From an optimization exercise on the open Yosys and OpenROAD flow, aimed at small area, a short achievable clock period and few clock cycles per item; shortcuts taken in it are not production practice.
No run shown here included a check of the RTL's function; only the layout flow was run.
Power figures rest on the tool's default switching activity, not on a simulated workload.

<file path="flow/run.sh">
#!/bin/bash
# The standard layout, with each port's buffer a sky130_fd_sc_hd__buf_1
# (the standard flow picks a larger delay buffer), and timing repair limited
# to resizing and pin swaps.  Each step's full output is in orfs/logs;
# make's own output is in make.log.
set -euo pipefail
export BUFFER_PORTS_ARGS="-buffer_cell sky130_fd_sc_hd__buf_1"
export SETUP_MOVE_SEQUENCE="unbuffer,sizeup,swap"
export SKIP_GATE_CLONING=1
bash standard.sh finish > make.log 2>&1
</file>
<file path="standard.sh">
#!/bin/bash
# synth_recipe.tcl (not shown) runs the flow's synth.tcl, then flattens the netlist and writes it again
# the make line also repeats each setting of config.mk as NAME=value (left out here)
make -C /OpenROAD-flow-scripts/flow DESIGN_CONFIG=/design/flow/config.mk WORK_HOME=/design/flow/orfs CLKGATE_MAP_FILE= SYNTH_SCRIPT=/design/flow/synth_recipe.tcl "${@:-finish}"
</file>
<file path="config.mk">
export PLATFORM = sky130hd
export DESIGN_NAME = axis_matvec_mul
export DESIGN_NICKNAME = axis_matvec_mul
export VERILOG_FILES = /design/flow/design.v
export SDC_FILE = /design/flow/constraint.sdc
export NUM_CORES = 4
export LEC_CHECK = 0
export CAP_MARGIN = 20
export CORE_MARGIN = 2
export CORE_UTILIZATION = 40
export SETUP_SLACK_MARGIN = 3.4
export SLEW_MARGIN = 20
export SYNTH_HIERARCHICAL = 1
export SYNTH_MINIMUM_KEEP_SIZE = 0
</file>
<file path="constraint.sdc">
create_clock -name core_clock -period 8.0 [get_ports {clk}]
set_input_delay 1.6000 -clock core_clock [delete_from_list [all_inputs] [get_ports {clk}]]
set_output_delay 1.6000 -clock core_clock [all_outputs]
set_load 0.01 [all_outputs]
</file>
<file path="design.v">
module fa (input logic a, b, c, output logic s, co);
    assign {co, s} = a + b + c;
endmodule
module matvec_row (
    input  logic [23:0] k,
    input  logic [31:0] x,
    output logic [13:0] q
);
    logic s97;
    logic c97;
    logic s98;
    logic c98;
    logic s99;
    logic c99;
    logic s102;
    logic c102;
    logic s103;
    logic c103;
    logic s104;
    logic c104;
    logic s105;
    logic c105;
    logic s106;
    logic c106;
    logic s107;
    logic c107;
    logic s108;
    logic c108;
    logic s109;
    logic c109;
    logic s110;
    logic c110;
    logic s112;
    logic c112;
    logic s113;
    logic c113;
    logic s114;
    logic c114;
    logic s115;
    logic c115;
    logic s116;
    logic c116;
    logic s117;
    logic c117;
    logic s118;
    logic c118;
    logic s119;
    logic c119;
    logic s120;
    logic c120;
    logic s121;
    logic c121;
    logic s122;
    logic c122;
    logic s123;
    logic c123;
    logic s124;
    logic c124;
    logic s125;
    logic c125;
    logic s126;
    logic c126;
    logic s127;
    logic c127;
    logic s129;
    logic c129;
    logic s130;
    logic c130;
    logic s131;
    logic c131;
    logic s132;
    logic c132;
    logic s133;
    logic c133;
    logic s134;
    logic c134;
    logic s135;
    logic c135;
    logic s136;
    logic c136;
    logic s137;
    logic c137;
    logic s138;
    logic c138;
    logic s139;
    logic c139;
    logic s140;
    logic c140;
    logic s141;
    logic c141;
    logic s142;
    logic c142;
    logic s143;
    logic c143;
    logic s144;
    logic c144;
    logic s145;
    logic c145;
    logic s146;
    logic c146;
    logic s147;
    logic c147;
    logic s150;
    logic c150;
    logic s151;
    logic c151;
    logic s152;
    logic c152;
    logic s153;
    logic c153;
    logic s154;
    logic c154;
    logic s155;
    logic c155;
    logic s156;
    logic c156;
    logic s157;
    logic c157;
    logic s158;
    logic c158;
    logic s159;
    logic c159;
    logic s160;
    logic c160;
    logic s161;
    logic c161;
    logic s162;
    logic c162;
    logic s163;
    logic c163;
    logic s164;
    logic c164;
    logic s165;
    logic c165;
    logic s166;
    logic c166;
    logic s168;
    logic c168;
    logic s169;
    logic c169;
    logic s170;
    logic c170;
    logic s171;
    logic c171;
    logic s172;
    logic c172;
    logic s173;
    logic c173;
    logic s174;
    logic c174;
    logic s175;
    logic c175;
    logic s176;
    logic c176;
    logic s177;
    logic c177;
    logic s178;
    logic c178;
    logic s179;
    logic c179;
    logic s181;
    logic c181;
    logic s182;
    logic c182;
    logic s183;
    logic c183;
    logic s184;
    logic c184;
    logic s185;
    logic c185;
    logic s188;
    logic c188;
    logic l0n;
    logic l1n;
    logic l2n;
    logic l3p;
    logic l4n;
    logic l5n;
    logic l6n;
    logic l7p;
    logic l8n;
    logic l9n;
    logic l10n;
    logic l11p;
    logic l12n;
    logic l13n;
    logic l14n;
    logic l15p;
    logic l16n;
    logic l17n;
    logic l18n;
    logic l19p;
    logic l20n;
    logic l21n;
    logic l22n;
    logic l23p;
    logic l24n;
    logic l25n;
    logic l26n;
    logic l27p;
    logic l28n;
    logic l29n;
    logic l30n;
    logic l31p;
    logic l32n;
    logic l33n;
    logic l34p;
    logic l35p;
    logic l36n;
    logic l37n;
    logic l38n;
    logic l39p;
    logic l40n;
    logic l41n;
    logic l42n;
    logic l43p;
    logic l44n;
    logic l45n;
    logic l46n;
    logic l47p;
    logic l48n;
    logic l49n;
    logic l50n;
    logic l51p;
    logic l52n;
    logic l53n;
    logic l54n;
    logic l55p;
    logic l56n;
    logic l57n;
    logic l58n;
    logic l59p;
    logic l60n;
    logic l61p;
    logic l62p;
    logic l63p;
    logic l64p;
    logic l65p;
    logic l66p;
    logic l67n;
    logic l68p;
    logic l69p;
    logic l70p;
    logic l71n;
    logic l72p;
    logic l73p;
    logic l74p;
    logic l75n;
    logic l76p;
    logic l77p;
    logic l78p;
    logic l79n;
    logic l80p;
    logic l81p;
    logic l82p;
    logic l83n;
    logic l84p;
    logic l85p;
    logic l86p;
    logic l87n;
    logic l88p;
    logic l89p;
    logic l90p;
    logic l91p;
    logic l92p;
    logic l93p;
    logic l94p;
    logic l95p;
    assign l95p = (k[23] & x[31]);
    assign l94p = ~(k[23] & x[30]);
    assign l93p = ~(k[23] & x[29]);
    assign l92p = ~(k[23] & x[28]);
    assign l91p = (k[20] & x[27]);
    assign l90p = ~(k[20] & x[26]);
    assign l89p = ~(k[20] & x[25]);
    assign l88p = ~(k[20] & x[24]);
    assign l87n = ~(k[17] & x[23]);
    assign l86p = ~(k[17] & x[22]);
    assign l85p = ~(k[17] & x[21]);
    assign l84p = ~(k[17] & x[20]);
    assign l83n = ~(k[14] & x[19]);
    assign l82p = ~(k[14] & x[18]);
    assign l81p = ~(k[14] & x[17]);
    assign l80p = ~(k[14] & x[16]);
    assign l79n = ~(k[11] & x[15]);
    assign l78p = ~(k[11] & x[14]);
    assign l77p = ~(k[11] & x[13]);
    assign l76p = ~(k[11] & x[12]);
    assign l75n = ~(k[8] & x[11]);
    assign l74p = ~(k[8] & x[10]);
    assign l73p = ~(k[8] & x[9]);
    assign l72p = ~(k[8] & x[8]);
    assign l71n = ~(k[5] & x[7]);
    assign l70p = ~(k[5] & x[6]);
    assign l69p = ~(k[5] & x[5]);
    assign l68p = ~(k[5] & x[4]);
    assign l67n = ~(k[2] & x[3]);
    assign l66p = ~(k[2] & x[2]);
    assign l65p = ~(k[2] & x[1]);
    assign l64p = ~(k[2] & x[0]);
    assign l63p = ~(k[22] & x[31]);
    assign l62p = (k[22] & x[30]);
    assign l61p = (k[22] & x[29]);
    assign l60n = ~(k[22] & x[28]);
    assign l59p = ~(k[19] & x[27]);
    assign l58n = ~(k[19] & x[26]);
    assign l57n = ~(k[19] & x[25]);
    assign l56n = ~(k[19] & x[24]);
    assign l55p = ~(k[16] & x[23]);
    assign l54n = ~(k[16] & x[22]);
    assign l53n = ~(k[16] & x[21]);
    assign l52n = ~(k[16] & x[20]);
    assign l51p = ~(k[13] & x[19]);
    assign l50n = ~(k[13] & x[18]);
    assign l49n = ~(k[13] & x[17]);
    assign l48n = ~(k[13] & x[16]);
    assign l47p = ~(k[10] & x[15]);
    assign l46n = ~(k[10] & x[14]);
    assign l45n = ~(k[10] & x[13]);
    assign l44n = ~(k[10] & x[12]);
    assign l43p = ~(k[7] & x[11]);
    assign l42n = ~(k[7] & x[10]);
    assign l41n = ~(k[7] & x[9]);
    assign l40n = ~(k[7] & x[8]);
    assign l39p = ~(k[4] & x[7]);
    assign l38n = ~(k[4] & x[6]);
    assign l37n = ~(k[4] & x[5]);
    assign l36n = ~(k[4] & x[4]);
    assign l35p = ~(k[1] & x[3]);
    assign l34p = (k[1] & x[2]);
    assign l33n = ~(k[1] & x[1]);
    assign l32n = ~(k[1] & x[0]);
    assign l31p = ~(k[21] & x[31]);
    assign l30n = ~(k[21] & x[30]);
    assign l29n = ~(k[21] & x[29]);
    assign l28n = ~(k[21] & x[28]);
    assign l27p = ~(k[18] & x[27]);
    assign l26n = ~(k[18] & x[26]);
    assign l25n = ~(k[18] & x[25]);
    assign l24n = ~(k[18] & x[24]);
    assign l23p = ~(k[15] & x[23]);
    assign l22n = ~(k[15] & x[22]);
    assign l21n = ~(k[15] & x[21]);
    assign l20n = ~(k[15] & x[20]);
    assign l19p = ~(k[12] & x[19]);
    assign l18n = ~(k[12] & x[18]);
    assign l17n = ~(k[12] & x[17]);
    assign l16n = ~(k[12] & x[16]);
    assign l15p = ~(k[9] & x[15]);
    assign l14n = ~(k[9] & x[14]);
    assign l13n = ~(k[9] & x[13]);
    assign l12n = ~(k[9] & x[12]);
    assign l11p = ~(k[6] & x[11]);
    assign l10n = ~(k[6] & x[10]);
    assign l9n = ~(k[6] & x[9]);
    assign l8n = ~(k[6] & x[8]);
    assign l7p = ~(k[3] & x[7]);
    assign l6n = ~(k[3] & x[6]);
    assign l5n = ~(k[3] & x[5]);
    assign l4n = ~(k[3] & x[4]);
    assign l3p = ~(k[0] & x[3]);
    assign l2n = ~(k[0] & x[2]);
    assign l1n = ~(k[0] & x[1]);
    assign l0n = ~(k[0] & x[0]);
    fa u_fa97 (.a(l0n), .b(l4n), .c(l8n), .s(s97), .co(c97));
    fa u_fa98 (.a(l12n), .b(l16n), .c(l20n), .s(s98), .co(c98));
    fa u_fa99 (.a(l24n), .b(l28n), .c(s97), .s(s99), .co(c99));
    fa u_fa102 (.a(l1n), .b(l5n), .c(l9n), .s(s102), .co(c102));
    fa u_fa103 (.a(l13n), .b(l17n), .c(l21n), .s(s103), .co(c103));
    fa u_fa104 (.a(l25n), .b(l29n), .c(l32n), .s(s104), .co(c104));
    fa u_fa105 (.a(l36n), .b(l40n), .c(l44n), .s(s105), .co(c105));
    fa u_fa106 (.a(l48n), .b(l52n), .c(l56n), .s(s106), .co(c106));
    fa u_fa107 (.a(l60n), .b(c97), .c(c98), .s(s107), .co(c107));
    fa u_fa108 (.a(s102), .b(s103), .c(s104), .s(s108), .co(c108));
    fa u_fa109 (.a(s105), .b(s106), .c(c99), .s(s109), .co(c109));
    fa u_fa110 (.a(s107), .b(s108), .c(s109), .s(s110), .co(c110));
    fa u_fa112 (.a(l2n), .b(l6n), .c(l10n), .s(s112), .co(c112));
    fa u_fa113 (.a(l14n), .b(l18n), .c(l22n), .s(s113), .co(c113));
    fa u_fa114 (.a(l26n), .b(l30n), .c(l33n), .s(s114), .co(c114));
    fa u_fa115 (.a(l37n), .b(l41n), .c(l45n), .s(s115), .co(c115));
    fa u_fa116 (.a(l49n), .b(l53n), .c(l57n), .s(s116), .co(c116));
    fa u_fa117 (.a(l61p), .b(l64p), .c(l68p), .s(s117), .co(c117));
    fa u_fa118 (.a(l72p), .b(l76p), .c(l80p), .s(s118), .co(c118));
    fa u_fa119 (.a(l84p), .b(l88p), .c(l92p), .s(s119), .co(c119));
    fa u_fa120 (.a(c102), .b(c103), .c(c104), .s(s120), .co(c120));
    fa u_fa121 (.a(c105), .b(c106), .c(s112), .s(s121), .co(c121));
    fa u_fa122 (.a(s113), .b(s114), .c(s115), .s(s122), .co(c122));
    fa u_fa123 (.a(~s116), .b(s117), .c(s118), .s(s123), .co(c123));
    fa u_fa124 (.a(s119), .b(~c107), .c(~c108), .s(s124), .co(c124));
    fa u_fa125 (.a(s120), .b(s121), .c(s122), .s(s125), .co(c125));
    fa u_fa126 (.a(s123), .b(~c109), .c(s124), .s(s126), .co(c126));
    fa u_fa127 (.a(~s125), .b(~c110), .c(s126), .s(s127), .co(c127));
    fa u_fa129 (.a(l3p), .b(l7p), .c(l11p), .s(s129), .co(c129));
    fa u_fa130 (.a(l15p), .b(l19p), .c(l23p), .s(s130), .co(c130));
    fa u_fa131 (.a(l27p), .b(l31p), .c(l34p), .s(s131), .co(c131));
    fa u_fa132 (.a(l38n), .b(l42n), .c(l46n), .s(s132), .co(c132));
    fa u_fa133 (.a(l50n), .b(l54n), .c(l58n), .s(s133), .co(c133));
    fa u_fa134 (.a(l62p), .b(l65p), .c(l69p), .s(s134), .co(c134));
    fa u_fa135 (.a(l73p), .b(l77p), .c(l81p), .s(s135), .co(c135));
    fa u_fa136 (.a(l85p), .b(l89p), .c(l93p), .s(s136), .co(c136));
    fa u_fa137 (.a(c112), .b(c113), .c(c114), .s(s137), .co(c137));
    fa u_fa138 (.a(~c115), .b(~c116), .c(c117), .s(s138), .co(c138));
    fa u_fa139 (.a(c118), .b(c119), .c(s129), .s(s139), .co(c139));
    fa u_fa140 (.a(s130), .b(s131), .c(~s132), .s(s140), .co(c140));
    fa u_fa141 (.a(~s133), .b(s134), .c(s135), .s(s141), .co(c141));
    fa u_fa142 (.a(s136), .b(~c120), .c(~c121), .s(s142), .co(c142));
    fa u_fa143 (.a(~c122), .b(c123), .c(~s137), .s(s143), .co(c143));
    fa u_fa144 (.a(s138), .b(s139), .c(s140), .s(s144), .co(c144));
    fa u_fa145 (.a(s141), .b(c124), .c(~c125), .s(s145), .co(c145));
    fa u_fa146 (.a(s142), .b(s143), .c(s144), .s(s146), .co(c146));
    fa u_fa147 (.a(c126), .b(s145), .c(s146), .s(s147), .co(c147));
    fa u_fa150 (.a(l35p), .b(l39p), .c(l43p), .s(s150), .co(c150));
    fa u_fa151 (.a(l47p), .b(l51p), .c(l55p), .s(s151), .co(c151));
    fa u_fa152 (.a(l59p), .b(l63p), .c(l66p), .s(s152), .co(c152));
    fa u_fa153 (.a(l70p), .b(l74p), .c(l78p), .s(s153), .co(c153));
    fa u_fa154 (.a(l82p), .b(l86p), .c(l90p), .s(s154), .co(c154));
    fa u_fa155 (.a(l94p), .b(c129), .c(c130), .s(s155), .co(c155));
    fa u_fa156 (.a(c131), .b(~c132), .c(~c133), .s(s156), .co(c156));
    fa u_fa157 (.a(c134), .b(c135), .c(c136), .s(s157), .co(c157));
    fa u_fa158 (.a(s150), .b(s151), .c(s152), .s(s158), .co(c158));
    fa u_fa159 (.a(s153), .b(s154), .c(~c137), .s(s159), .co(c159));
    fa u_fa160 (.a(c138), .b(c139), .c(c140), .s(s160), .co(c160));
    fa u_fa161 (.a(c141), .b(s155), .c(s156), .s(s161), .co(c161));
    fa u_fa162 (.a(s157), .b(s158), .c(c142), .s(s162), .co(c162));
    fa u_fa163 (.a(c143), .b(s159), .c(c144), .s(s163), .co(c163));
    fa u_fa164 (.a(s160), .b(s161), .c(c145), .s(s164), .co(c164));
    fa u_fa165 (.a(s162), .b(c146), .c(s163), .s(s165), .co(c165));
    fa u_fa166 (.a(s164), .b(c147), .c(s165), .s(s166), .co(c166));
    fa u_fa168 (.a(l67n), .b(l71n), .c(l75n), .s(s168), .co(c168));
    fa u_fa169 (.a(l79n), .b(l83n), .c(l87n), .s(s169), .co(c169));
    fa u_fa170 (.a(l91p), .b(l95p), .c(c150), .s(s170), .co(c170));
    fa u_fa171 (.a(c151), .b(c152), .c(c153), .s(s171), .co(c171));
    fa u_fa172 (.a(c154), .b(~s168), .c(~s169), .s(s172), .co(c172));
    fa u_fa173 (.a(c155), .b(c156), .c(c157), .s(s173), .co(c173));
    fa u_fa174 (.a(c158), .b(s170), .c(s171), .s(s174), .co(c174));
    fa u_fa175 (.a(s172), .b(c159), .c(c160), .s(s175), .co(c175));
    fa u_fa176 (.a(c161), .b(s173), .c(s174), .s(s176), .co(c176));
    fa u_fa177 (.a(c162), .b(c163), .c(s175), .s(s177), .co(c177));
    fa u_fa178 (.a(s176), .b(c164), .c(s177), .s(s178), .co(c178));
    fa u_fa179 (.a(c165), .b(s178), .c(c166), .s(s179), .co(c179));
    fa u_fa181 (.a(~c168), .b(~c169), .c(c170), .s(s181), .co(c181));
    fa u_fa182 (.a(c171), .b(c172), .c(c173), .s(s182), .co(c182));
    fa u_fa183 (.a(c174), .b(s181), .c(c175), .s(s183), .co(c183));
    fa u_fa184 (.a(s182), .b(c176), .c(c177), .s(s184), .co(c184));
    fa u_fa185 (.a(s183), .b(c178), .c(s184), .s(s185), .co(c185));
    fa u_fa188 (.a(c181), .b(c182), .c(c183), .s(s188), .co(c188));
    assign q = {c188, c185, s188, c184, s185, c179, s179, s166, s147, c127, s127, s110, s99, s98};
endmodule
module matvec_row_sum (
    input  logic [13:0] q,
    output logic [9:0]  y
);
    logic s193;
    logic c193;
    logic s194;
    logic c194;
    assign s193 = ~(q[8] ^ q[9]);
    assign c193 = q[8] | q[9];
    fa u_fa194 (.a(q[10]), .b(q[11]), .c(q[12]), .s(s194), .co(c194));
    logic [9:0] ya, yb;
    assign ya = {1'b1, q[13], c193, s193, q[7], q[6], q[4], q[3], ~q[2], ~q[0]};
    assign yb = {1'b0, c194, s194, 1'b0, 1'b1, 1'b0, q[5], 1'b0, 1'b0, ~q[1]};
    assign y = ya + yb;
endmodule
module matvec_mul #(
    parameter R=8, C=8, W_X=4, W_K=3,
    localparam NQ = 14
  )(
    input  logic [R*C*W_K-1:0] k,
    input  logic [C*W_X-1:0]   x,
    output logic [R*NQ-1:0]    q
  );
  genvar r;
  for (r = 0; r < R; r = r + 1) begin : g_row
    matvec_row u_row (.k(k[r*C*W_K +: C*W_K]), .x(x), .q(q[r*NQ +: NQ]));
  end
endmodule
module matvec_sum #(
    parameter R=8, C=8, W_X=4, W_K=3,
    localparam W_Y = W_X + W_K + $clog2(C),
    localparam NQ = 14
  )(
    input  logic [R*NQ-1:0]    q,
    output logic [R*W_Y-1:0]   y
  );
  genvar r;
  for (r = 0; r < R; r = r + 1) begin : g_row
    matvec_row_sum u_row (.q(q[r*NQ +: NQ]), .y(y[r*W_Y +: W_Y]));
  end
endmodule
module axis_matvec_mul #(
    parameter R=8, C=8, W_X=4, W_K=3,
    localparam W_Y = W_X + W_K + $clog2(C),
    localparam NQ = 14
)(
    input  logic clk, rstn,
    output logic s_axis_kx_tready,
    input  logic s_axis_kx_tvalid,
    input  logic [R*C*W_K + C*W_X -1:0] s_axis_kx_tdata,
    input  logic m_axis_y_tready,
    output logic m_axis_y_tvalid,
    output logic [R*W_Y-1:0] m_axis_y_tdata
);
    logic [R*NQ-1:0] q_d, q;
    matvec_mul #(
        .R(R), .C(C), .W_X(W_X), .W_K(W_K)
    ) MATVEC (
        .k(s_axis_kx_tdata[R*C*W_K-1:0]),
        .x(s_axis_kx_tdata[R*C*W_K +: C*W_X]),
        .q(q_d)
    );
    assign s_axis_kx_tready = !m_axis_y_tvalid || m_axis_y_tready;
    always_ff @(posedge clk or negedge rstn) begin
        if (!rstn)
            m_axis_y_tvalid <= 1'b0;
        else if (s_axis_kx_tready)
            m_axis_y_tvalid <= s_axis_kx_tvalid;
    end
    always_ff @(posedge clk) begin
        if (s_axis_kx_tready)
            q <= q_d;
    end
    matvec_sum #(
        .R(R), .C(C), .W_X(W_X), .W_K(W_K)
    ) SUM (
        .q(q),
        .y(m_axis_y_tdata)
    );
endmodule
</file>
==> impl_metrics.py, run 1 <==
metrics = {
    "drt": {
        "firstDrtPassIters": 8,
        "drt_iter0_markers": 1585,
        "wirelength_mm": 78.1,
        "ant_nets": 0,
        "routedWlPerCell_um": 24.9,
        "drc": 0,
        "via_per_inst": 5.40,
        "vias": 16926,
    },
    "logic_synthesis": {
        "synthCells": 2115,
        "yosysWarnings": 7,
        "synthDistinctLibCells": 21,
        "ys_top_cells_by_area": "fa_1 57%, edfxtp_1 14%, nand2_1 12%, inv_1 3.8%, buf_4 3.6%",
        "synth.ff_latch_count": 113,
        "async_reset_ff_share_pct": 0.885,
        "synth_top_area_share_pct": 57.3,
        "avgSynthCellArea_um2": 11.0,
        "syn-cell-area_um2": 23200,
        "synth-edff-count": 112,
        "synth_fp_nets": 3055,
        "ys_seq_area_share_pct": 14.6,
        "synth-main-ff-cell": "edfxtp_1",
        "yosysTopAreaCell": "fa_1",
    },
    "cts": {
        "clock_sinks": 113,
        "cts_root_buffer": "clkbuf_16",
        "clk_latency_ns": 0.49,
        "clockBufferDepth": 2,
        "numCtsBuffers": 17,
        "post_cts_buffers": 0,
        "cts_tree": "done",
        "cts-htree-levels": 4,
        "clk_pin_slew_ns": 0.06,
    },
    "setup_path": {
        "crit_cells": 10,
        "crit_top_cell": "fa_2",
        "worst_path_max_delay_cell": "fa_1",
        "endpoint_kind": "flop",
        "cp_max_fo": 16,
        "start_kind": "input pin",
        "cp.buffers_inverters": 2,
        "cp.arrival_ns": 5.23,
        "rr_worst_depth": 2,
        "worst_ep_required_time_ns": 8.23,
        "crit_type": "input pin to flop",
        "r2r_setup_slack_ns": 6.09,
        "worstPathCellList": "clkbuf_16, buf_12, nand2_4, fa_1, fa_2, fa_2, fa_2, fa_2, fa_2, fa_2",
        "crit_family": "adder cells",
        "slowest_delay_ns": 0.55,
    },
    "global_routing": {
        "antenna_found_initial": 22,
        "grt.overflow.total": 0,
        "grt_use_met2_pct": 44.0,
        "globalRouteMet1Util_pct": 34.1,
        "busiest_layer": "met2",
        "grt_pass1_wl_mm": 116,
        "track_usage_pct": 27.1,
        "grt_pass1_vias": 18883,
        "grt_max_degree": 53,
        "grt_use_met3_pct": 8.36,
    },
    "sta": {
        "drv_slew": 0,
        "finalSetupViolations": 0,
        "layout_min_cycle_time_ns": 5.00,
        "setup_slack_ns": 3.00,
        "tightest_slew_ns": 0.776,
        "slew_headroom_pct": 48.2,
        "final_hold_viol_count": 0,
        "layout_worst_path_cycle_share_pct": 62.5,
        "whs_ns": 0.855,
        "rsz0062_at_grt": "true",
        "fmax_mhz": 200,
        "finalClockSkew_ns": 0.00864,
        "fin_setup_tns_ns": 0,
    },
    "layout": {
        "ff_latch_area_um2": 3390,
        "nets": 3285,
        "drive_above_1_share_pct": 14.8,
        "multi_input_comb_area_um2": 18600,
        "fillers": 5356,
        "utilization_pct": 46.2,
        "fin_cells": 3136,
        "design_area_um2": 26500,
        "area_growth_pct": 14.4,
    },
    "placement": {
        "dpl.cell_count": 3091,
        "place_hpwl_mm": 58.5,
        "gp_congestion": 0.960,
        "place_area_um2": 24900,
        "dp_slack_ns": 1.84,
        "port_buffers": 309,
    },
    "floorplanning": {
        "rows": 88,
        "die_x_um": 245,
        "core_area_um2": 57500,
        "die_y_um": 245,
        "die-area_um2": 59900,
        "initial_core_util_pct": 40.4,
        "ioPinCount": 310,
    },
    "pwr": {
        "peakVddDrop_uv": 436,
        "powerDensity_nw_per_um2": 329,
        "leakage_nw": 10.6,
        "power_mw": 8.74,
    },
    "status": {
        "status": "timing/DRC/antenna clean",
    },
    "flow_run": {
        "maxCapViolations": 0,
    },
    "worst_hold_path": {
        "min_path_type": "input pin to async pin",
    },
}
[modules after synthesis (local to each module, per instance), excerpt]
module / times used / cell area, um^2 / flip-flops and latches
axis_matvec_mul: 1 / 3410 / 113
fa: 664 / 20.0 / 0
matvec_row: 8 / 561 / 0
matvec_row_sum: 8 / 251 / 0
[registers in the layout, summed over array words and instances, names as in the netlist]
| register | count |
|---|---|
| q | 112 |
| m_axis_y_tvalid | 1 |
[cells by family (layout without fill, tap and decap cells)]
kind of cell,Yosys count,after routing,share of synthesized area [%]
AOI/OAI and AO/OA,48,48,1.42
xor gates and xnor gates,56,56,2.11
adders and majority gates,712,712,59.9
buffers and inverters,344,587,7.38
DFF,113,113,14.6
other,0,13,0
and+or+nand+nor,842,842,14.6
[final cells by class]
cell class / count / area share, %
multi-input cells: 1658 / 70.2
flip-flops and latches: 113 / 12.8
repair buffers: 323 / 7.73
well taps: 765 / 3.61
inverters: 232 / 3.28
clock buffers: 17 / 1.60
clock inverters: 15 / 0.721
diodes: 13 / 0.123
[layout by cell type, fill, tap and decap left out, types with 8 or more instances in the layout]
cell / synthesis / routed
a21oi_1: 16 / 16
a21oi_2: 8 / 8
and2_1: 40 / 26
and2_4: 0 / 14
and3_2: 8 / 8
and4b_1: 8 / 8
buf_1: 0 / 236
buf_2: 0 / 20
buf_4: 112 / 10
clkbuf_16: 0 / 48
clkbuf_2: 0 / 21
diode_2: 0 / 13
edfxtp_1: 112 / 112
fa_1: 664 / 524
fa_2: 0 / 140
ha_1: 48 / 48
inv_1: 232 / 230
nand2_1: 736 / 695
nand2_2: 0 / 34
nand3_1: 8 / 8
nor2_1: 32 / 32
nor2b_1: 8 / 8
o21ai_0: 8 / 8
o21ai_2: 16 / 16
xnor2_1: 32 / 32
xor2_1: 24 / 24
[repair_timing]
action                     in CTS  in global routing
gates resized for setup       193                 66
hold buffers                    0                  0
setup endpoints to repair      87                 40
pin swaps                      43                 18
[layer usage]
layer	vias to the layer above	routed length, um
met1	8774	27100
met5	-	105
met4	20	2640
li1	6752	-
met3	195	10600
met2	1185	37600
[worst paths after layout]
| path | from | to |
|---|---|---|
| worst min register to register | m_axis_y_tvalid$_DFFE_PN0P_ | q[27]$_DFFE_PP_ |
| worst max-delay path | s_axis_kx_tdata[219] | q[91]$_DFFE_PP_ |
| worst min-delay path | rstn | m_axis_y_tvalid$_DFFE_PN0P_ |
| max in group asynchronous | rstn | m_axis_y_tvalid$_DFFE_PN0P_ |
| min in group core_clock | m_axis_y_tvalid$_DFFE_PN0P_ | q[27]$_DFFE_PP_ |
| worst max register to register | m_axis_y_tvalid$_DFFE_PN0P_ | q[92]$_DFFE_PP_ |
[synthesized netlist by cell type (16+ instances only)]
| library cell | instances |
|---|---|
| a21oi_1 | 16 |
| and2_1 | 40 |
| buf_4 | 112 |
| edfxtp_1 | 112 |
| fa_1 | 664 |
| ha_1 | 48 |
| inv_1 | 232 |
| nand2_1 | 736 |
| nor2_1 | 32 |
| o21ai_2 | 16 |
| xnor2_1 | 32 |
| xor2_1 | 24 |
[power breakdown]
| part | switching (mW) | internal, mW |
|---|---|---|
| sequential | 0.140 | 1.40 |
| clock | 0.329 | 0.516 |
| combinational | 3.49 | 2.86 |
| total | 3.96 | 4.78 |
==> run 2, diff against run 1 <==
==> flow/run.sh (replaced) <==
#!/bin/bash
# The standard layout, with these changes:
# - each port's buffer is a sky130_fd_sc_hd__buf_1 (the standard flow picks a
#   larger delay buffer);
# - timing repair is limited to resizing and pin swaps;
# - after the standard synthesis, the largest buffers are kept out of the
#   resizer's reach, and clock tree synthesis uses sky130_fd_sc_hd__clkbuf_8.
# Each step's full output is in orfs/logs; make's own output is in synth.log
# and make.log.
set -euo pipefail
export BUFFER_PORTS_ARGS="-buffer_cell sky130_fd_sc_hd__buf_1"
export SETUP_MOVE_SEQUENCE="unbuffer,sizeup,swap"
export SKIP_GATE_CLONING=1
bash standard.sh synth > synth.log 2>&1
export DONT_USE_CELLS="sky130_fd_sc_hd__clkbuf_16 sky130_fd_sc_hd__buf_12 sky130_fd_sc_hd__buf_16 sky130_fd_sc_hd__bufinv_16"
export CTS_BUF_LIST="sky130_fd_sc_hd__clkbuf_8"
bash standard.sh finish > make.log 2>&1
--- a/config.mk
+++ b/config.mk
@@ -10,3 +10,3 @@
 export CORE_UTILIZATION = 40
-export SETUP_SLACK_MARGIN = 3.4
+export SETUP_SLACK_MARGIN = 3
 export SLEW_MARGIN = 20
==> run 2 against run 1 <==
Net effect: combinational power barely moved; area after synthesis did not move; register-to-register slack got worse by 0.13 ns; synthesized cell count did not move; non-clock buffer count fell by 2; critical endpoint is now q[21]$_DFFE_PP_; final cell count barely moved; clock skew rose by 0.0039 ns.
==> impl_metrics.py, run 2 <==
metrics = {
    "drt": {
        "firstDrtPassIters": 6,
        "drt_iter0_markers": 1621,
        "ant_nets": 0,
        "routedWlPerCell_um": 25.6,
        "vias": 16832,
        "wirelength_mm": 80.4,
        "drc": 0,
        "via_per_inst": 5.36,
    },
    "logic_synthesis": {
        "synth-edff-count": 112,
        "synth.ff_latch_count": 113,
        "synth_top_cells_by_count": "736 x nand2_1, 664 x fa_1, 232 x inv_1",
        "async_reset_ff_share_pct": 0.885,
        "ys_seq_area_share_pct": 14.6,
        "synthDistinctLibCells": 21,
        "synthCells": 2115,
        "yosys.cell_count.top_type": "nand2_1",
        "synth-main-ff-cell": "edfxtp_1",
        "avgSynthCellArea_um2": 11.0,
        "syn-cell-area_um2": 23200,
        "yosysTopAreaCell": "fa_1",
        "yosysWarnings": 7,
        "synth_fp_nets": 3055,
        "synth_top_area_share_pct": 57.3,
        "ys_top_cells_by_area": "fa_1 57%, edfxtp_1 14%, nand2_1 12%, inv_1 3.8%, buf_4 3.6%",
    },
    "placement": {
        "place_hpwl_mm": 59.8,
        "gp_congestion": 0.924,
        "port_buffers": 309,
    },
    "global_routing": {
        "grt_pass1_vias": 19259,
        "track_usage_pct": 28.1,
        "grt_max_degree": 40,
        "antenna_found_initial": 32,
        "grt_pass1_wl_mm": 120,
        "grt.overflow.total": 0,
    },
    "cts": {
        "post_cts_buffers": 0,
        "clockBufferDepth": 2,
        "cts-htree-levels": 4,
        "cts_root_buffer": "clkbuf_8",
        "numCtsBuffers": 17,
        "clk_pin_slew_ns": 0.07,
        "cts_tree": "done",
        "clock_sinks": 113,
        "clk_latency_ns": 0.56,
    },
    "pwr": {
        "pwr-share-comb_pct": 74.5,
        "p_int_mw": 4.54,
        "power_switching_mw": 3.94,
        "peakVddDrop_uv": 355,
        "swShare_pct": 46.5,
        "powerDensity_nw_per_um2": 329,
        "leakage_nw": 10.3,
        "seq_power_share_pct": 18.2,
        "clkPwrFrac_pct": 7.2,
    },
    "sta": {
        "layout_worst_path_cycle_share_pct": 62.2,
        "tightest_slew_ns": 0.683,
        "slew_headroom_pct": 54.5,
        "finalSetupViolations": 0,
        "drv_slew": 0,
        "fin_setup_tns_ns": 0,
        "layout_min_cycle_time_ns": 4.98,
        "fmax_mhz": 201,
        "rsz0062_at_grt": "true",
        "final_hold_viol_count": 0,
        "finalClockSkew_ns": 0.0125,
    },
    "setup_path": {
        "r2r_start": "m_axis_y_tvalid$_DFFE_PN0P_",
        "worst_ep_required_time_ns": 8.30,
        "crit_type": "input pin to flop",
        "rr_worst_depth": 3,
        "cp.arrival_ns": 5.27,
        "start_kind": "input pin",
        "endpoint_kind": "flop",
        "worstReg2RegEnd": "q[6]$_DFFE_PP_",
        "r2r_setup_slack_ns": 5.96,
        "cp_max_fo": 4,
    },
    "floorplanning": {
        "initial_core_util_pct": 40.4,
        "die-area_um2": 59900,
        "die_x_um": 245,
        "die_y_um": 245,
        "rows": 88,
        "core_area_um2": 57500,
        "ioPinCount": 310,
    },
    "flow_run": {
        "maxCapViolations": 0,
    },
    "worst_hold_path": {
        "min_path_type": "input pin to async pin",
    },
    "layout": {
        "drive_above_1_share_pct": 8.11,
        "fillers": 5433,
        "largest_reg_flops": 112,
        "top_regs": "q x112, m_axis_y_tvalid x1",
        "layout_commonest_cell": "nand2_1",
        "area_growth_pct": 11.1,
        "nets": 3283,
        "largest_register": "q",
        "final_cell_mix": "736 x nand2_1, 582 x fa_1, 273 x buf_1, 235 x inv_1, 112 x edfxtp_1",
        "utilization_pct": 44.8,
    },
    "status": {
        "status": "timing/DRC/antenna clean",
    },
}
-- run 2: cell counts after synthesis --
No cell type changed its count.
-- run 2: cell type report --
cell class | count | area, um^2 | area share [%]
antenna | 18 | 45.0 | 0.175
multi-input combinational | 1658 | 18300 | 71.0
sequential | 113 | 3390 | 13.1
clock inverter | 14 | 175 | 0.680
tap | 765 | 957 | 3.71
inverter | 232 | 871 | 3.38
clock buffer | 17 | 234 | 0.908
timing repair buffer | 321 | 1790 | 6.96
-- run 2: logic make-up (layout without fill, tap and decap cells) --
family	after synthesis	after routing	synth area share, %
and+or+nand+nor	842	842	14.6
other	0	18	0
AOI/OAI and AO/OA	48	48	1.42
DFF	113	113	14.6
buffers and inverters	344	584	7.38
adders and majority gates	712	712	59.9
xor gates and xnor gates	56	56	2.11
-- run 2: worst max-delay path, stage by stage --
cell     delay, ns
buf_1         0.26
nand2_1       0.14
fa_1          0.55
inv_1         0.06
fa_2          0.35
fa_1          0.39
fa_1          0.52
fa_1          0.44
fa_1          0.54
fa_1          0.42
-- run 2: how the worst max path moves through the flow --
stage                         start               end  slack, ns  cells after the start
3_3_place_gp   s_axis_kx_tdata[199]   q[21]$_DFFE_PP_       1.82                      9
4_1_cts        s_axis_kx_tdata[212]   q[21]$_DFFE_PP_       2.98                     10
2_1_floorplan  s_axis_kx_tdata[221]  q[105]$_DFFE_PP_       2.81                      9
5_1_grt        s_axis_kx_tdata[203]   q[21]$_DFFE_PP_       2.97                      9
6_report        s_axis_kx_tdata[28]   q[21]$_DFFE_PP_       3.02                     10
3_5_place_dp   s_axis_kx_tdata[199]   q[21]$_DFFE_PP_       1.80                      9
-- run 2: per-module statistics from Yosys (local to each module, per instance), excerpt --
module | cells inside | area (um^2)
axis_matvec_mul | 115 | 3410
matvec_row | 132 | 561
matvec_row_sum | 35 | 251
fa | 1 | 20.0
-- run 2: repair_timing --
| action | in CTS | in global routing |
|---|---|---|
| hold buffers | 0 | 0 |
| endpoints found under the setup margin | 40 | 26 |
| resized for setup | 70 | 62 |
| pin swaps | 0 | 9 |
-- run 2: through the flow --
step                setup slack [ns]  cells  area [um^2]  power (mW)  hold WS [ns]
floorplan                       2.81   2115        23400        7.91          1.30
global placement                1.82   3089        24800        7.82          1.02
CTS                             2.98   3120        25500        8.63         0.731
global route                    2.97   3127        25700        9.51         0.770
finish                          3.02   3138        25800        8.49         0.795
detailed placement              1.80   3089        24800        7.96          1.05
-- run 2: routing by layer --
layer	up-vias	GRT usage [%]	share of wire, %
met5	-	0	0.29
met4	40	13.3	4.5
met3	286	10.1	12
met2	1049	44.6	47
met1	8708	34.3	36
li1	6749	-	-
-- run 2: power groups by stage --
stage | clock network [mW] | registers [mW] | logic, mW
6_report | 0.615 | 1.55 | 6.32
5_1_grt | 0.652 | 1.58 | 7.28
4_1_cts | 0.638 | 1.55 | 6.45
3_5_place_dp | 0 | 1.56 | 6.40
3_3_place_gp | 0 | 1.56 | 6.27
2_1_floorplan | 0 | 1.53 | 6.39
==> run 3, diff against run 2 <==
--- a/flow/run.sh
+++ b/flow/run.sh
@@ -3,3 +3,5 @@
 # - each port's buffer is a sky130_fd_sc_hd__buf_1 (the standard flow picks a
-#   larger delay buffer);
+#   larger delay buffer), except that after global placement the buffers of
+#   the X ports (s_axis_kx_tdata[223:192], 24 loads each) become
+#   $X_PORT_BUFFER (flow/post_gpl.tcl);
 # - timing repair is limited to resizing and pin swaps;
@@ -16,2 +18,4 @@
 export CTS_BUF_LIST="sky130_fd_sc_hd__clkbuf_8"
+export POST_GLOBAL_PLACE_TCL="$PWD/flow/post_gpl.tcl"
+export X_PORT_BUFFER="${X_PORT_BUFFER:-sky130_fd_sc_hd__buf_8}"
 bash standard.sh finish > make.log 2>&1
==> flow/post_gpl.tcl (new file) <==
set cell sky130_fd_sc_hd__buf_8
if { [info exists ::env(X_PORT_BUFFER)] } { set cell $::env(X_PORT_BUFFER) }
set block [ord::get_db_block]
set n 0
foreach bterm [$block getBTerms] {
  if { [regexp {^s_axis_kx_tdata\[(\d+)\]$} [$bterm getName] -> idx] && $idx >= 192 } {
    set net [$bterm getNet]
    foreach iterm [$net getITerms] {
      set inst [$iterm getInst]
      if { [string match "*buf*" [[$inst getMaster] getName]] } {
        replace_cell [$inst getName] $cell
        incr n
      }
    }
  }
}
puts "post_gpl: resized $n X port buffers to $cell"
--- a/config.mk
+++ b/config.mk
@@ -10,3 +10,3 @@
 export CORE_UTILIZATION = 40
-export SETUP_SLACK_MARGIN = 3
+export SETUP_SLACK_MARGIN = 3.2
 export SLEW_MARGIN = 20
==> run 3 against run 2 <==
Net effect: largest cell class unchanged; worst hold slack improved by 0.00092 ns; highest routed layer unchanged; fmax rose by 1.4%; routed wire length fell by 3.9%; sequential share of layout area fell by 0.25 points; synthesized cell count did not move; register-to-register slack improved by 0.13 ns.
==> impl_metrics.py, run 3 <==
metrics = {
    "cts": {
        "numCtsBuffers": 17,
        "cts-htree-levels": 4,
        "post_cts_buffers": 0,
        "clock_sinks": 113,
        "clk_latency_ns": 0.55,
        "cts_tree": "done",
        "clockBufferDepth": 2,
        "clk_pin_slew_ns": 0.09,
        "cts_root_buffer": "clkbuf_8",
    },
    "drt": {
        "firstDrtPassIters": 6,
        "ant_nets": 0,
        "routedWlPerCell_um": 24.6,
        "drt_iter0_markers": 1539,
        "drc": 0,
        "vias": 16822,
        "via_per_inst": 5.36,
        "wirelength_mm": 77.3,
    },
    "setup_path": {
        "crit_start": "s_axis_kx_tdata[221]",
        "cp.buffers_inverters": 2,
        "r2r_setup_slack_ns": 6.09,
        "crit_family": "adder cells",
        "crit_top_cell": "fa_2",
        "worstPathCellList": "buf_12, buf_16, and2_1, fa_2, fa_2, fa_2, fa_1, fa_1, fa_2, fa_1",
        "crit_cells": 10,
        "rr_worst_depth": 2,
        "start_kind": "input pin",
        "worst_path_max_delay_cell": "fa_2",
        "cp.arrival_ns": 5.21,
        "endpoint_kind": "flop",
        "r2r_start": "m_axis_y_tvalid$_DFFE_PN0P_",
        "crit_end": "q[63]$_DFFE_PP_",
        "worst_ep_required_time_ns": 8.30,
        "worstReg2RegEnd": "q[91]$_DFFE_PP_",
        "crit_type": "input pin to flop",
        "cp_max_fo": 16,
        "slowest_delay_ns": 0.56,
    },
    "logic_synthesis": {
        "synth-edff-count": 112,
        "avgSynthCellArea_um2": 11.0,
        "syn-cell-area_um2": 23200,
        "ys_seq_area_share_pct": 14.6,
        "synth.ff_latch_count": 113,
        "synth_fp_nets": 3055,
        "synthDistinctLibCells": 21,
        "yosys.cell_count.top_type": "nand2_1",
        "synth_top_cells_by_count": "736 x nand2_1, 664 x fa_1, 232 x inv_1",
        "yosysTopAreaCell": "fa_1",
        "ys_top_cells_by_area": "fa_1 57%, edfxtp_1 14%, nand2_1 12%, inv_1 3.8%, buf_4 3.6%",
        "yosysWarnings": 7,
        "synth_top_area_share_pct": 57.3,
        "synthCells": 2115,
        "synth-main-ff-cell": "edfxtp_1",
        "async_reset_ff_share_pct": 0.885,
    },
    "floorplanning": {
        "initial_core_util_pct": 40.4,
        "die_y_um": 245,
        "die-area_um2": 59900,
        "ioPinCount": 310,
        "die_x_um": 245,
        "rows": 88,
        "core_area_um2": 57500,
    },
    "pwr": {
        "peakVddDrop_uv": 435,
        "powerDensity_nw_per_um2": 317,
        "leakage_nw": 10.6,
    },
    "layout": {
        "area_growth_pct": 13.2,
        "drive_above_1_share_pct": 15.2,
        "top_regs": "q x112, m_axis_y_tvalid x1",
        "layout_commonest_cell": "nand2_1",
        "largest_reg_flops": 112,
        "final_cell_mix": "690 x nand2_1, 541 x fa_1, 230 x inv_1, 215 x buf_1, 123 x fa_2",
        "nets": 3285,
        "largest_register": "q",
    },
    "status": {
        "status": "timing/DRC/antenna clean",
    },
    "global_routing": {
        "grt_max_degree": 53,
        "grt_pass1_wl_mm": 115,
        "track_usage_pct": 26.8,
        "antenna_found_initial": 21,
        "grt_pass1_vias": 18925,
        "grt.overflow.total": 0,
    },
    "flow_run": {
        "maxCapViolations": 0,
    },
    "sta": {
        "layout_min_cycle_time_ns": 4.91,
        "whs_ns": 0.796,
        "slew_headroom_pct": 48.0,
        "finalClockSkew_ns": 0.0164,
        "final_hold_viol_count": 0,
        "fin_setup_tns_ns": 0,
        "layout_worst_path_cycle_share_pct": 61.3,
        "drv_slew": 0,
        "fmax_mhz": 204,
        "rsz0062_at_grt": "true",
        "finalSetupViolations": 0,
        "tightest_slew_ns": 0.781,
    },
    "worst_hold_path": {
        "min_path_type": "input pin to async pin",
    },
    "placement": {
        "port_buffers": 309,
        "place_hpwl_mm": 58.5,
    },
}
==> run 3: cell types whose count changed in the layout (fill, tap and decap cells not counted), sizes merged <==
cell and change:
diode -4, inv -2, buf -29, bufinv -2, clkbuf +31, clkinv +5
==> run 3: cells by family after synthesis <==
group           count (synthesis)  share of synthesized area, %
flops                         113                          14.6
compound gates                 48                          1.42
xor+xnor                       56                          2.11
simple gates                  842                          14.6
buf+inv                       344                          7.38
fa+ha+maj                     712                          59.9
==> run 3: timing repair <==
item	CTS	global route
hold buffers	0	0
gates resized for setup	104	116
pin swaps	27	40
setup endpoints to repair	31	28
==> run 3: power breakdown <==
| part | switching [mW] | internal [mW] | leakage [nW] | total [mW] |
|---|---|---|---|---|
| combinational | 3.44 | 2.80 | 9.26 | 6.23 |
| clock | 0.297 | 0.272 | 0.187 | 0.569 |
| sequential | 0.141 | 1.40 | 1.14 | 1.54 |
| total | 3.87 | 4.47 | 10.6 | 8.34 |
==> run 3: routing by layer <==
| metal | global-route usage [%] | up-vias | share of wire [%] |
|---|---|---|---|
| met3 | 7.99 | 221 | 12 |
| met4 | 10.2 | 22 | 3.4 |
| met5 | 0 | - | 0.17 |
| li1 | - | 6749 | - |
| met2 | 43.6 | 1099 | 48 |
| met1 | 33.8 | 8731 | 36 |
==> run 3: worst register-to-register path: stages (launching register included) <==
cell and delay [ns]:
dfrtp_1 0.41, nand2b_4 0.37, buf_4 0.68
==> run 3: cell type report <==
cell class / count / area, um^2
fillers: 5387 / 31200
multi-input cells: 1658 / 18600
flip-flops and latches: 113 / 3390
repair buffers: 323 / 2040
well taps: 765 / 957
inverters: 232 / 871
clock buffers: 17 / 234
clock inverters: 15 / 143
diodes: 14 / 35.0
==> run 3: modules after synthesis, one instance, submodules excluded, excerpt <==
module | copies in the design | cells | flip-flops and latches
axis_matvec_mul | 1 | 115 | 113
fa | 664 | 1 | 0
matvec_row | 8 | 132 | 0
matvec_row_sum | 8 | 35 | 0
==> run 3: worst min-delay path by stage <==
stage,end,start,slack [ns]
floorplan,m_axis_y_tvalid$_DFFE_PN0P_,rstn,1.30
global placement,q[27]$_DFFE_PP_,m_axis_y_tvalid$_DFFE_PN0P_,0.93
detailed placement,q[27]$_DFFE_PP_,m_axis_y_tvalid$_DFFE_PN0P_,0.94
CTS,m_axis_y_tvalid$_DFFE_PN0P_,rstn,0.74
global route,m_axis_y_tvalid$_DFFE_PN0P_,rstn,0.76
finish,m_axis_y_tvalid$_DFFE_PN0P_,rstn,0.80
==> run 3: through the flow <==
step | cells | power (mW) | cell area (um^2) | util (%) | setup slack [ns]
global route | 3129 | 9.37 | 26300 | 45.7 | 3.07
floorplan | 2115 | 8.16 | 23500 | - | 2.81
CTS | 3123 | 8.50 | 25900 | 45.1 | 3.16
detailed placement | 3091 | 7.86 | 25200 | 43.8 | 2.28
finish | 3137 | 8.34 | 26300 | 45.7 | 3.09
global placement | 3091 | 7.62 | 24900 | 43.3 | 1.89
==> run 4, diff against run 3 <==
--- a/design.v
+++ b/design.v
@@ -6,3 +6,3 @@
     input  logic [31:0] x,
-    output logic [13:0] q
+    output logic [17:0] q
 );
@@ -134,6 +134,2 @@
     logic c165;
-    logic s166;
-    logic c166;
-    logic s168;
-    logic c168;
     logic s169;
@@ -158,8 +154,2 @@
     logic c178;
-    logic s179;
-    logic c179;
-    logic s181;
-    logic c181;
-    logic s182;
-    logic c182;
     logic s183;
@@ -170,4 +160,6 @@
     logic c185;
-    logic s188;
-    logic c188;
+    logic s186;
+    logic c186;
+    logic s189;
+    logic c189;
     logic l0n;
@@ -427,25 +419,21 @@
     fa u_fa165 (.a(s162), .b(c146), .c(s163), .s(s165), .co(c165));
-    fa u_fa166 (.a(s164), .b(c147), .c(s165), .s(s166), .co(c166));
-    fa u_fa168 (.a(l67n), .b(l71n), .c(l75n), .s(s168), .co(c168));
-    fa u_fa169 (.a(l79n), .b(l83n), .c(l87n), .s(s169), .co(c169));
-    fa u_fa170 (.a(l91p), .b(l95p), .c(c150), .s(s170), .co(c170));
-    fa u_fa171 (.a(c151), .b(c152), .c(c153), .s(s171), .co(c171));
-    fa u_fa172 (.a(c154), .b(~s168), .c(~s169), .s(s172), .co(c172));
-    fa u_fa173 (.a(c155), .b(c156), .c(c157), .s(s173), .co(c173));
-    fa u_fa174 (.a(c158), .b(s170), .c(s171), .s(s174), .co(c174));
-    fa u_fa175 (.a(s172), .b(c159), .c(c160), .s(s175), .co(c175));
-    fa u_fa176 (.a(c161), .b(s173), .c(s174), .s(s176), .co(c176));
-    fa u_fa177 (.a(c162), .b(c163), .c(s175), .s(s177), .co(c177));
-    fa u_fa178 (.a(s176), .b(c164), .c(s177), .s(s178), .co(c178));
-    fa u_fa179 (.a(c165), .b(s178), .c(c166), .s(s179), .co(c179));
-    fa u_fa181 (.a(~c168), .b(~c169), .c(c170), .s(s181), .co(c181));
-    fa u_fa182 (.a(c171), .b(c172), .c(c173), .s(s182), .co(c182));
-    fa u_fa183 (.a(c174), .b(s181), .c(c175), .s(s183), .co(c183));
-    fa u_fa184 (.a(s182), .b(c176), .c(c177), .s(s184), .co(c184));
-    fa u_fa185 (.a(s183), .b(c178), .c(s184), .s(s185), .co(c185));
-    fa u_fa188 (.a(c181), .b(c182), .c(c183), .s(s188), .co(c188));
-    assign q = {c188, c185, s188, c184, s185, c179, s179, s166, s147, c127, s127, s110, s99, s98};
+    fa u_fa169 (.a(l67n), .b(l71n), .c(l75n), .s(s169), .co(c169));
+    fa u_fa170 (.a(l79n), .b(l83n), .c(l87n), .s(s170), .co(c170));
+    fa u_fa171 (.a(l91p), .b(l95p), .c(c150), .s(s171), .co(c171));
+    fa u_fa172 (.a(c151), .b(c152), .c(c153), .s(s172), .co(c172));
+    fa u_fa173 (.a(c154), .b(~s169), .c(~s170), .s(s173), .co(c173));
+    fa u_fa174 (.a(c155), .b(c156), .c(c157), .s(s174), .co(c174));
+    fa u_fa175 (.a(c158), .b(s171), .c(s172), .s(s175), .co(c175));
+    fa u_fa176 (.a(s173), .b(c159), .c(c160), .s(s176), .co(c176));
+    fa u_fa177 (.a(c161), .b(s174), .c(s175), .s(s177), .co(c177));
+    fa u_fa178 (.a(c162), .b(c163), .c(s176), .s(s178), .co(c178));
+    fa u_fa183 (.a(~c169), .b(~c170), .c(c171), .s(s183), .co(c183));
+    fa u_fa184 (.a(c172), .b(c173), .c(c174), .s(s184), .co(c184));
+    fa u_fa185 (.a(c175), .b(s183), .c(c176), .s(s185), .co(c185));
+    fa u_fa186 (.a(s184), .b(c177), .c(c178), .s(s186), .co(c186));
+    fa u_fa189 (.a(c183), .b(c184), .c(c185), .s(s189), .co(c189));
+    assign q = {c189, s189, c186, s186, s185, s178, c165, c164, s177, s165, c147, s164, s147, c127, s127, s110, s99, s98};
 endmodule
 module matvec_row_sum (
-    input  logic [13:0] q,
+    input  logic [17:0] q,
     output logic [9:0]  y
@@ -456,8 +444,21 @@
     logic c194;
-    assign s193 = ~(q[8] ^ q[9]);
-    assign c193 = q[8] | q[9];
-    fa u_fa194 (.a(q[10]), .b(q[11]), .c(q[12]), .s(s194), .co(c194));
+    logic s195;
+    logic c195;
+    logic s196;
+    logic c196;
+    logic s197;
+    logic c197;
+    logic s198;
+    logic c198;
+    fa u_fa193 (.a(q[6]), .b(q[7]), .c(q[8]), .s(s193), .co(c193));
+    fa u_fa194 (.a(q[9]), .b(q[10]), .c(q[11]), .s(s194), .co(c194));
+    assign s195 = ~(q[12] ^ c193);
+    assign c195 = q[12] | c193;
+    assign s196 = ~(q[13] ^ q[14]);
+    assign c196 = q[13] | q[14];
+    fa u_fa197 (.a(s196), .b(c194), .c(c195), .s(s197), .co(c197));
+    fa u_fa198 (.a(q[15]), .b(q[16]), .c(c196), .s(s198), .co(c198));
     logic [9:0] ya, yb;
-    assign ya = {1'b1, q[13], c193, s193, q[7], q[6], q[4], q[3], ~q[2], ~q[0]};
-    assign yb = {1'b0, c194, s194, 1'b0, 1'b1, 1'b0, q[5], 1'b0, 1'b0, ~q[1]};
+    assign ya = {1'b1, q[17], c197, s197, s194, s193, q[4], q[3], ~q[2], ~q[0]};
+    assign yb = {1'b0, c198, s198, 1'b0, s195, 1'b0, q[5], 1'b0, 1'b0, ~q[1]};
     assign y = ya + yb;
@@ -466,3 +467,3 @@
     parameter R=8, C=8, W_X=4, W_K=3,
-    localparam NQ = 14
+    localparam NQ = 18
   )(
@@ -480,3 +481,3 @@
     localparam W_Y = W_X + W_K + $clog2(C),
-    localparam NQ = 14
+    localparam NQ = 18
   )(
@@ -493,3 +494,3 @@
     localparam W_Y = W_X + W_K + $clog2(C),
-    localparam NQ = 14
+    localparam NQ = 18
 )(
--- a/flow/run.sh
+++ b/flow/run.sh
@@ -3,5 +3,3 @@
 # - each port's buffer is a sky130_fd_sc_hd__buf_1 (the standard flow picks a
-#   larger delay buffer), except that after global placement the buffers of
-#   the X ports (s_axis_kx_tdata[223:192], 24 loads each) become
-#   $X_PORT_BUFFER (flow/post_gpl.tcl);
+#   larger delay buffer);
 # - timing repair is limited to resizing and pin swaps;
@@ -18,4 +16,2 @@
 export CTS_BUF_LIST="sky130_fd_sc_hd__clkbuf_8"
-export POST_GLOBAL_PLACE_TCL="$PWD/flow/post_gpl.tcl"
-export X_PORT_BUFFER="${X_PORT_BUFFER:-sky130_fd_sc_hd__buf_8}"
 bash standard.sh finish > make.log 2>&1
removed: flow/post_gpl.tcl
==> run 4 against run 3 <==
Net effect: critical path type unchanged; register-to-register slack lost 0.20 ns; cell area grew 1.9%; die area grew 6.8%; critical endpoint is now q[140]$_DFFE_PP_; sequential share of layout area grew 3.3 points; highest routed layer unchanged.
==> impl_metrics.py, run 4 <==
metrics = {
    "floorplanning": {
        "die-area_um2": 64000,
        "die_x_um": 253,
        "core_area_um2": 61500,
        "ioPinCount": 310,
        "rows": 91,
        "initial_core_util_pct": 40.3,
        "die_y_um": 253,
    },
    "placement": {
        "place_hpwl_mm": 64.1,
        "dpl.cell_count": 3185,
        "port_buffers": 309,
        "gp_congestion": 0.946,
        "place_area_um2": 26100,
        "dp_slack_ns": 2.27,
    },
    "global_routing": {
        "grt.overflow.total": 0,
        "grt_max_degree": 55,
        "antenna_found_initial": 32,
        "grt_pass1_wl_mm": 124,
        "track_usage_pct": 27.3,
        "grt_pass1_vias": 20088,
    },
    "flow_run": {
        "maxCapViolations": 0,
    },
    "drt": {
        "drc": 0,
        "firstDrtPassIters": 6,
        "ant_nets": 0,
        "via_per_inst": 5.49,
        "vias": 17781,
        "wirelength_mm": 83.1,
        "drt_iter0_markers": 1729,
        "routedWlPerCell_um": 25.6,
    },
    "setup_path": {
        "crit_type": "input pin to flop",
        "endpoint_kind": "flop",
        "cp_max_fo": 16,
        "worst_ep_required_time_ns": 8.32,
        "start_kind": "input pin",
        "cp.arrival_ns": 5.11,
    },
    "layout": {
        "design_area_um2": 26800,
        "fin_cells": 3240,
        "fillers": 5887,
        "largest_register": "q",
        "ff_latch_area_um2": 4350,
        "drive_above_1_share_pct": 6.02,
        "final_cell_mix": "728 x nand2_1, 653 x fa_1, 271 x buf_1, 264 x inv_1, 144 x edfxtp_1",
        "top_regs": "q x144, m_axis_y_tvalid x1",
        "multi_input_comb_area_um2": 18500,
        "area_growth_pct": 7.94,
        "largest_reg_flops": 144,
        "nets": 3362,
        "layout_commonest_cell": "nand2_1",
    },
    "pwr": {
        "swShare_pct": 48.9,
        "power_switching_mw": 4.79,
        "peakVddDrop_uv": 598,
        "clkPwrFrac_pct": 6.2,
        "seq_power_share_pct": 17.3,
        "leakage_nw": 10.9,
        "pwr-share-comb_pct": 76.5,
        "p_int_mw": 5.02,
        "powerDensity_nw_per_um2": 366,
    },
    "cts": {
        "cts-htree-levels": 4,
        "clock_sinks": 145,
        "cts_root_buffer": "clkbuf_8",
        "cts_tree": "done",
        "numCtsBuffers": 17,
        "clockBufferDepth": 2,
        "post_cts_buffers": 0,
        "clk_pin_slew_ns": 0.11,
        "clk_latency_ns": 0.59,
    },
    "logic_synthesis": {
        "yosysWarnings": 7,
        "synth.ff_latch_count": 145,
        "synth_top_cells_by_count": "728 x nand2_1, 656 x fa_1, 264 x inv_1",
        "async_reset_ff_share_pct": 0.690,
        "synthDistinctLibCells": 24,
        "synth_top_area_share_pct": 53.0,
        "synth-main-ff-cell": "edfxtp_1",
        "syn-cell-area_um2": 24800,
        "yosysTopAreaCell": "fa_1",
        "ys_top_cells_by_area": "fa_1 53%, edfxtp_1 17%, nand2_1 11%, buf_4 4.4%, inv_1 4.0%",
        "ys_seq_area_share_pct": 17.5,
        "synth-edff-count": 144,
        "avgSynthCellArea_um2": 11.3,
        "synthCells": 2203,
        "synth_fp_nets": 3151,
        "yosys.cell_count.top_type": "nand2_1",
    },
    "sta": {
        "finalClockSkew_ns": 0.0204,
        "final_hold_viol_count": 0,
        "drv_slew": 0,
        "layout_min_cycle_time_ns": 4.78,
        "slew_headroom_pct": 47.6,
        "tightest_slew_ns": 0.786,
        "rsz0062_at_grt": "true",
        "finalSetupViolations": 0,
        "fin_setup_tns_ns": 0,
        "fmax_mhz": 209,
        "layout_worst_path_cycle_share_pct": 59.8,
        "setup_slack_ns": 3.22,
    },
    "status": {
        "status": "timing/DRC/antenna clean",
    },
    "worst_hold_path": {
        "min_path_type": "input pin to async pin",
    },
}
run 4: layer usage:
metal	global-route usage [%]	share of wire, %
met5	0	0.16
met4	12.0	4.0
met3	9.22	12
met2	42.7	46
met1	34.6	37
run 4: per-module statistics from Yosys (local to each module, per instance), excerpt:
module | times used | area [um^2] | flops+latches
axis_matvec_mul | 1 | 4370 | 145
fa | 656 | 20.0 | 0
matvec_row | 8 | 591 | 0
matvec_row_sum | 8 | 322 | 0
run 4: metrics by stage:
step	power [mW]	hold slack (ns)	util, %
after CTS	9.76	0.682	43.3
after floorplan	8.03	1.30	-
after global placement	8.81	1.00	42.5
after global routing	10.8	0.715	43.5
final	9.81	0.749	43.5
after detailed placement	9.01	1.06	42.5
run 4: worst paths after layout:
| kind | slack, ns | cells past startpoint | endpoint | startpoint |
|---|---|---|---|---|
| setup / recovery | 3.22 | 10 | q[140]$_DFFE_PP_ | s_axis_kx_tdata[218] |
| hold / removal | 0.75 | 1 | m_axis_y_tvalid$_DFFE_PN0P_ | rstn |
| setup reg to reg | 5.89 | 2 | q[86]$_DFFE_PP_ | m_axis_y_tvalid$_DFFE_PN0P_ |
| hold reg to reg | 1.03 | 2 | m_axis_y_tvalid$_DFFE_PN0P_ | m_axis_y_tvalid$_DFFE_PN0P_ |
| max in group asynchronous | 7.16 | 1 | m_axis_y_tvalid$_DFFE_PN0P_ | rstn |
| min in group core_clock | 1.03 | 2 | m_axis_y_tvalid$_DFFE_PN0P_ | m_axis_y_tvalid$_DFFE_PN0P_ |
run 4: repair_timing:
action | 4_1_cts | 5_1_grt
gates resized for setup | 34 | 29
cloned | 0 | 0
pin swaps | 1 | 3
setup endpoints to repair | 30 | 21
hold buffers | 0 | 0
run 4: power groups by stage:
stage	Combinational [mW]	Clock (mW)	Sequential, mW
2_1_floorplan	6.36	0	1.67
3_3_place_gp	7.10	0	1.71
3_5_place_dp	7.29	0	1.72
4_1_cts	7.42	0.636	1.71
5_1_grt	8.41	0.662	1.74
6_report	7.50	0.610	1.70
run 4: cell families (layout without fill, tap and decap cells):
logic type                 count (synthesis)  after routing  share of synthesized area, %
and+or+nand+nor                          794            794                          12.8
xor gates and xnor gates                  56             56                          1.98
DFF                                      145            145                          17.5
other                                      0             23                             0
adders and majority gates                720            720                          56.2
AOI/OAI and AO/OA                         80             80                          3.15
buffers and inverters                    408            632                          8.35
run 4: layout make-up:
type                            instances  share of cell area [%]
Multi-Input combinational cell       1650                    69.1
Clock inverter                         15                   0.523
Timing Repair Buffer                  336                    5.65
Tap cell                              790                    3.69
Antenna cell                           23                   0.215
Clock buffer                           17                   0.874
Inverter                              264                    3.70
Sequential cell                       145                    16.2
run 4: critical path, cell delays in order:
cell and delay (ns):
clkbuf_2 0.33, buf_8 0.29, nand2_1 0.12, fa_1 0.45, fa_1 0.49, inv_1 0.05
fa_1 0.40, fa_1 0.48, fa_1 0.44, fa_1 0.46

[port drivers added, routing unchanged]
The flow's constraints put no driver on any port. The routed layouts listed below were extracted and timed again, unchanged, in two steps.
Step 1 (the two cells are an assumption about what drives the block):
set clk [get_ports {clk}]
set_driving_cell -lib_cell sky130_fd_sc_hd__clkbuf_16 $clk
set_driving_cell -lib_cell sky130_fd_sc_hd__buf_2 [delete_from_list [all_inputs] $clk]
Step 2 also shifts input and output timing later by t, the mid clock arrival at the registers, as if the neighbouring blocks saw the same clock.
Three values: ideal, step 1, step 2; two values: the first two.
| run | t, ns | setup WS [ns] | worst setup path at the end | slew at the worst register clock pin (ns) |
|---|---|---|---|---|
| run 1 | 0.550 | 2.996 / 3.000 / 2.451 | input to register | 0.07 / 0.07 |
| run 2 | 0.607 | 3.023 / 2.993 / 2.387 | input to register | 0.09 / 0.09 |
| run 3 | 0.595 | 3.094 / 3.081 / 2.485 | input to register | 0.09 / 0.09 |
| run 4 | 0.635 | 3.215 / 3.210 / 2.595 | input to register | 0.11 / 0.11 |
After both steps every run listed still meets setup and hold. The setup slack of run 2, which loses most, moves by -0.030 ns with the drivers and by -0.636 ns with both steps.
